Background: an optimization exercise with open tools, aiming at small area. Do not read the settings as production practice. Only simulation tests tie the RTL to the original design; equivalence was not proved. Power figures rest on the tool's default switching activity, not on a simulated workload.

## JK
==> module i2c_Slave, before the edit <==
module i2c_Slave (
    input scl,
    input clk,
    input rst,
    input sda_i,
    output sda_oe,
    output busy,
    output reg ack_err,
    output reg done
);
    reg [1023:0] m;       
    reg [4:0] c;          
    reg fl;               
    reg pw;               
    reg [6:0] a7;         
    reg rw;               
    reg [6:0] addr;       
    reg [7:0] din;        
    reg oe;               
    reg [3:0] bitcnt;
    reg [2:0] state;
    localparam IDLE = 0, READ_ADDR = 1, SEND_ACK1 = 2, SEND_DATA = 3,
               MASTER_ACK = 4, READ_DATA = 5, SEND_ACK2 = 6,
               DETECT_STOP = 7;
    assign busy = (state != IDLE);
    assign sda_oe = oe;
    wire [4:0] cn = c + 1;
    wire hit = pw && (addr[3:0] == cn[3:0]);
    reg [7:0] sel;
    reg [7:0] wdn [0:7];   
    integer r, p;
    always @(*) begin
        for (r = 0; r < 8; r = r + 1) begin
            sel[r] = fl || (hit && addr[6:4] == r);
            wdn[r] = (fl ? {1'b0, r[2:0], cn[3:0]} : din) ^ {8{!cn[4]}};
        end
    end
    always @(posedge clk) begin
        for (r = 0; r < 8; r = r + 1) begin
            for (p = 15; p > 0; p = p - 1)
                m[(r*16+p)*8 +: 8] <= m[(r*16+p-1)*8 +: 8];
            m[(r*16)*8 +: 8] <= ~((m[(r*16+15)*8 +: 8] | {8{sel[r]}}) &
                                  (wdn[r] | {8{!sel[r]}}));
        end
    end
    always @(posedge clk) begin
        if (rst) begin
            c <= 0;
            fl <= 1;
        end else begin
            c <= cn;
            if (c[3:0] == 15)
                fl <= 0;
        end
    end
    wire [2:0] rr = a7[6:4];
    wire [3:0] x = a7[3:0];
    wire [3:0] cl = c[3:0];
    wire [1:0] q4 = cl[3:2] - x[3:2];       
    wire at4 = (cl[1:0] == x[1:0]);
    wire inv4 = c[4] ^ (cl < {q4, 2'b00});
    wire q8 = cl[3] ^ x[3];                 
    wire at8 = (cl[2:0] == x[2:0]);
    wire inv8 = c[4] ^ (q8 && !cl[3]);
    wire at16 = (cl == x);
    wire inv16 = c[4];
    reg [7:0] nxt;
    always @(*) begin
        nxt = din;
        if (at4) begin
            nxt[7] = m[({rr, q4, 2'b00}) * 8 + 7] ^ inv4;
            nxt[6] = m[({rr, q4, 2'b00}) * 8 + 6] ^ inv4;
        end
        if (at8)
            for (p = 2; p < 6; p = p + 1)
                nxt[p] = m[({rr, q8, 3'b000}) * 8 + p] ^ inv8;
        if (at16)
            for (p = 0; p < 2; p = p + 1)
                nxt[p] = m[({rr, 4'b0000}) * 8 + p] ^ inv16;
    end
    reg sda_prev;
    reg scl_prev;
    always @(posedge clk) begin
        if (rst) begin
            sda_prev <= 1;
            scl_prev <= 1;
        end else begin
            sda_prev <= sda_i;
            scl_prev <= scl;
        end
    end
    wire start_condition = (sda_prev == 1 && sda_i == 0 && scl_prev && scl);
    wire stop_condition  = (sda_prev == 0 && sda_i == 1 && scl_prev && scl);
    wire scl_rise = !scl_prev && scl;
    wire scl_fall = scl_prev && !scl;
    wire shift_din = !start_condition && !(stop_condition && state != IDLE) &&
                     state == READ_DATA && !bitcnt[3] && scl_rise;
    always @(posedge clk) begin
        if (shift_din)
            din <= {din[6:0], sda_i};
        else if (state != READ_DATA && !pw)
            din <= nxt;
    end
    always @(posedge clk) begin
        if (rst) begin
            bitcnt <= 0;
            state <= IDLE;
            oe <= 0;
            pw <= 0;
            ack_err <= 0;
            done <= 0;
        end else begin
            done <= 0;
            if (hit)
                pw <= 0;
            if (start_condition) begin
                state <= READ_ADDR;
                bitcnt <= 0;
                oe <= 0;
            end else if (stop_condition && state != IDLE) begin
                done <= (state == DETECT_STOP);
                oe <= 0;
                state <= IDLE;
            end else begin
                case (state)
                    READ_ADDR: begin
                        if (!bitcnt[3]) begin
                            if (scl_rise) begin
                                if (bitcnt[2:0] == 7)
                                    rw <= sda_i;
                                else
                                    a7 <= {a7[5:0], sda_i};
                                bitcnt <= bitcnt + 1;
                            end
                        end else if (scl_fall) begin
                            addr <= a7;
                            state <= SEND_ACK1;
                            oe <= 1;
                            bitcnt <= 0;
                        end
                    end
                    SEND_ACK1: begin
                        if (scl_fall) begin
                            if (rw) begin
                                oe <= !din[7];
                                state <= SEND_DATA;
                            end else begin
                                oe <= 0;
                                state <= READ_DATA;
                            end
                        end
                    end
                    READ_DATA: begin
                        if (!bitcnt[3]) begin
                            if (scl_rise)
                                bitcnt <= bitcnt + 1;
                        end else if (scl_fall) begin
                            pw <= 1;
                            state <= SEND_ACK2;
                            bitcnt <= 0;
                            oe <= 1;
                        end
                    end
                    SEND_ACK2: begin
                        if (scl_fall) begin
                            oe <= 0;
                            state <= DETECT_STOP;
                        end
                    end
                    SEND_DATA: begin
                        if (scl_fall) begin
                            if (bitcnt == 7) begin
                                bitcnt <= 0;
                                oe <= 0;
                                state <= MASTER_ACK;
                            end else begin
                                oe <= !din[6 - bitcnt];
                                bitcnt <= bitcnt + 1;
                            end
                        end
                    end
                    MASTER_ACK: begin
                        if (scl_rise) begin
                            ack_err <= (sda_i == 0) ? 1 : 0;
                            state <= DETECT_STOP;
                        end
                    end
                    default: begin
                    end
                endcase
            end
        end
    end
endmodule
Settings: LEC_CHECK=0, CAP_MARGIN=20, CORE_MARGIN=2, CORE_UTILIZATION=70, CTS_BUF_LIST=sky130_fd_sc_hd__clkbuf_4, CTS_CLUSTER_DIAMETER=40, CTS_CLUSTER_SIZE=12, SLEW_MARGIN=20; clock period 10.0 ns.
run.sh (not shown) runs the stock make flow with config.mk's settings and CLKGATE_MAP_FILE= SYNTH_SCRIPT=/design/flow/synth_recipe.tcl, a recipe that flattens the netlist after the stock synthesis.
Changes in MS relative to JK:
--- a/flow/design.v
+++ b/flow/design.v
@@ -22,19 +22,18 @@
     localparam IDLE = 0, READ_ADDR = 1, SEND_ACK1 = 2, SEND_DATA = 3,
                MASTER_ACK = 4, READ_DATA = 5, SEND_ACK2 = 6,
                DETECT_STOP = 7;
     assign busy = (state != IDLE);
     assign sda_oe = oe;
-    wire [4:0] cn = c + 1;
-    wire hit = pw && (addr[3:0] == cn[3:0]);
+    wire hit = pw && (addr[3:0] == ~c[3:0]);
     reg [7:0] sel;
     reg [7:0] wdn [0:7];   
     integer r, p;
     always @(*) begin
         for (r = 0; r < 8; r = r + 1) begin
             sel[r] = fl || (hit && addr[6:4] == r);
-            wdn[r] = (fl ? {1'b0, r[2:0], cn[3:0]} : din) ^ {8{!cn[4]}};
+            wdn[r] = (fl ? {1'b0, r[2:0], ~c[3:0]} : din) ^ {8{c[4]}};
         end
     end
     always @(posedge clk) begin
         for (r = 0; r < 8; r = r + 1) begin
             for (p = 15; p > 0; p = p - 1)
@@ -46,39 +45,38 @@
     always @(posedge clk) begin
         if (rst) begin
             c <= 0;
             fl <= 1;
         end else begin
-            c <= cn;
+            c <= c + 1;
             if (c[3:0] == 15)
                 fl <= 0;
         end
     end
+    wire [4:0] rsum = a7[3:0] + c;
+    wire [3:0] rpos = rsum[3:0];
+    wire rinv = rsum[4];
     wire [2:0] rr = a7[6:4];
-    wire [3:0] x = a7[3:0];
-    wire [3:0] cl = c[3:0];
-    wire [1:0] q4 = cl[3:2] - x[3:2];       
-    wire at4 = (cl[1:0] == x[1:0]);
-    wire inv4 = c[4] ^ (cl < {q4, 2'b00});
-    wire q8 = cl[3] ^ x[3];                 
-    wire at8 = (cl[2:0] == x[2:0]);
-    wire inv8 = c[4] ^ (q8 && !cl[3]);
-    wire at16 = (cl == x);
-    wire inv16 = c[4];
+    reg [7:0] tap, at;
     reg [7:0] nxt;
     always @(*) begin
-        nxt = din;
-        if (at4) begin
-            nxt[7] = m[({rr, q4, 2'b00}) * 8 + 7] ^ inv4;
-            nxt[6] = m[({rr, q4, 2'b00}) * 8 + 6] ^ inv4;
-        end
-        if (at8)
-            for (p = 2; p < 6; p = p + 1)
-                nxt[p] = m[({rr, q8, 3'b000}) * 8 + p] ^ inv8;
-        if (at16)
-            for (p = 0; p < 2; p = p + 1)
-                nxt[p] = m[({rr, 4'b0000}) * 8 + p] ^ inv16;
+        tap = 0;
+        at = 0;
+        at[7] = (rpos[1:0] == 0);
+        tap[7] = m[({rr, rpos[3:2], 2'b00}) * 8 + 7];
+        at[6] = (rpos == 0 || rpos == 6 || rpos == 11);
+        tap[6] = m[({rr, rpos == 6 ? 4'd6 : rpos == 11 ? 4'd11 : 4'd0}) * 8 + 6];
+        at[5:2] = {4{rpos[2:0] == 0}};
+        tap[5] = m[({rr, rpos[3], 3'b000}) * 8 + 5];
+        tap[4] = m[({rr, rpos[3], 3'b000}) * 8 + 4];
+        tap[3] = m[({rr, rpos[3], 3'b000}) * 8 + 3];
+        tap[2] = m[({rr, rpos[3], 3'b000}) * 8 + 2];
+        at[1:0] = {2{rpos == 0}};
+        tap[1] = m[({rr, 4'b0000}) * 8 + 1];
+        tap[0] = m[({rr, 4'b0000}) * 8 + 0];
+        for (p = 0; p < 8; p = p + 1)
+            nxt[p] = at[p] ? tap[p] ^ rinv : din[p];
     end
     reg sda_prev;
     reg scl_prev;
     always @(posedge clk) begin
         if (rst) begin
@@ -140,11 +138,11 @@
                         end
                     end
                     SEND_ACK1: begin
                         if (scl_fall) begin
                             if (rw) begin
-                                oe <= !din[7];
+                                oe <= !nxt[7];
                                 state <= SEND_DATA;
                             end else begin
                                 oe <= 0;
                                 state <= READ_DATA;
                             end
@@ -172,11 +170,11 @@
                             if (bitcnt == 7) begin
                                 bitcnt <= 0;
                                 oe <= 0;
                                 state <= MASTER_ACK;
                             end else begin
-                                oe <= !din[6 - bitcnt];
+                                oe <= !nxt[6 - bitcnt];
                                 bitcnt <= bitcnt + 1;
                             end
                         end
                     end
                     MASTER_ACK: begin
==> run summary <==
Compared with JK, MS degrades first-pass GRT wire length.
Comparing JK and MS, final critical-path setup slack is lower on MS.
Across both runs, number of inverters outside the clock class in the layout was higher for MS than for JK.
Between MS and JK, it is MS whose cell area after placement is higher, by 1.8%.
Pre-CTS worst setup slack: MS vs JK up 0.13 ns
Power delta (MS -> JK): insignificant
The power dissipated in sequential cells was comparable across JK and MS.
The final reports for MS and JK show number of standard cells after synthesis higher in the former.
Taking JK as the reference point, the detailed-route wire length of MS rises by 4100 µm.
Comparing JK and MS, the higher sequential power share is on JK.
Fmax: MS below JK
Growth of design area from synthesis to finish is lower on MS

-- static timing again, ports no longer ideal --
The flow's constraints put no driver on any port. The routed layouts listed below were extracted and timed again, unchanged, in two steps.
Step 1: set_driving_cell puts a clkbuf_16 on clk and a buf_2 on each other input, an assumption about the parent block.
Step 2 times the ports against the registers' clock, not the clock port: input delays grow and output delays shrink by t, the midpoint of the rising clock arrivals with the driver on.
Three values: ideal, step 1, step 2; two values: the first two.
| run | shift t [ns] | setup WS [ns] | pins driven straight from the clock port |
|---|---|---|---|
| JK | 0.855 | 5.599 / 5.549 / 5.467 | 1 |
| MS | 0.864 | 5.424 / 5.372 / 5.590 | 1 |
After both steps setup and hold are still met in every run listed. The setup slack of JK, which loses most, moves by -0.050 ns with the drivers and by -0.132 ns with both steps.
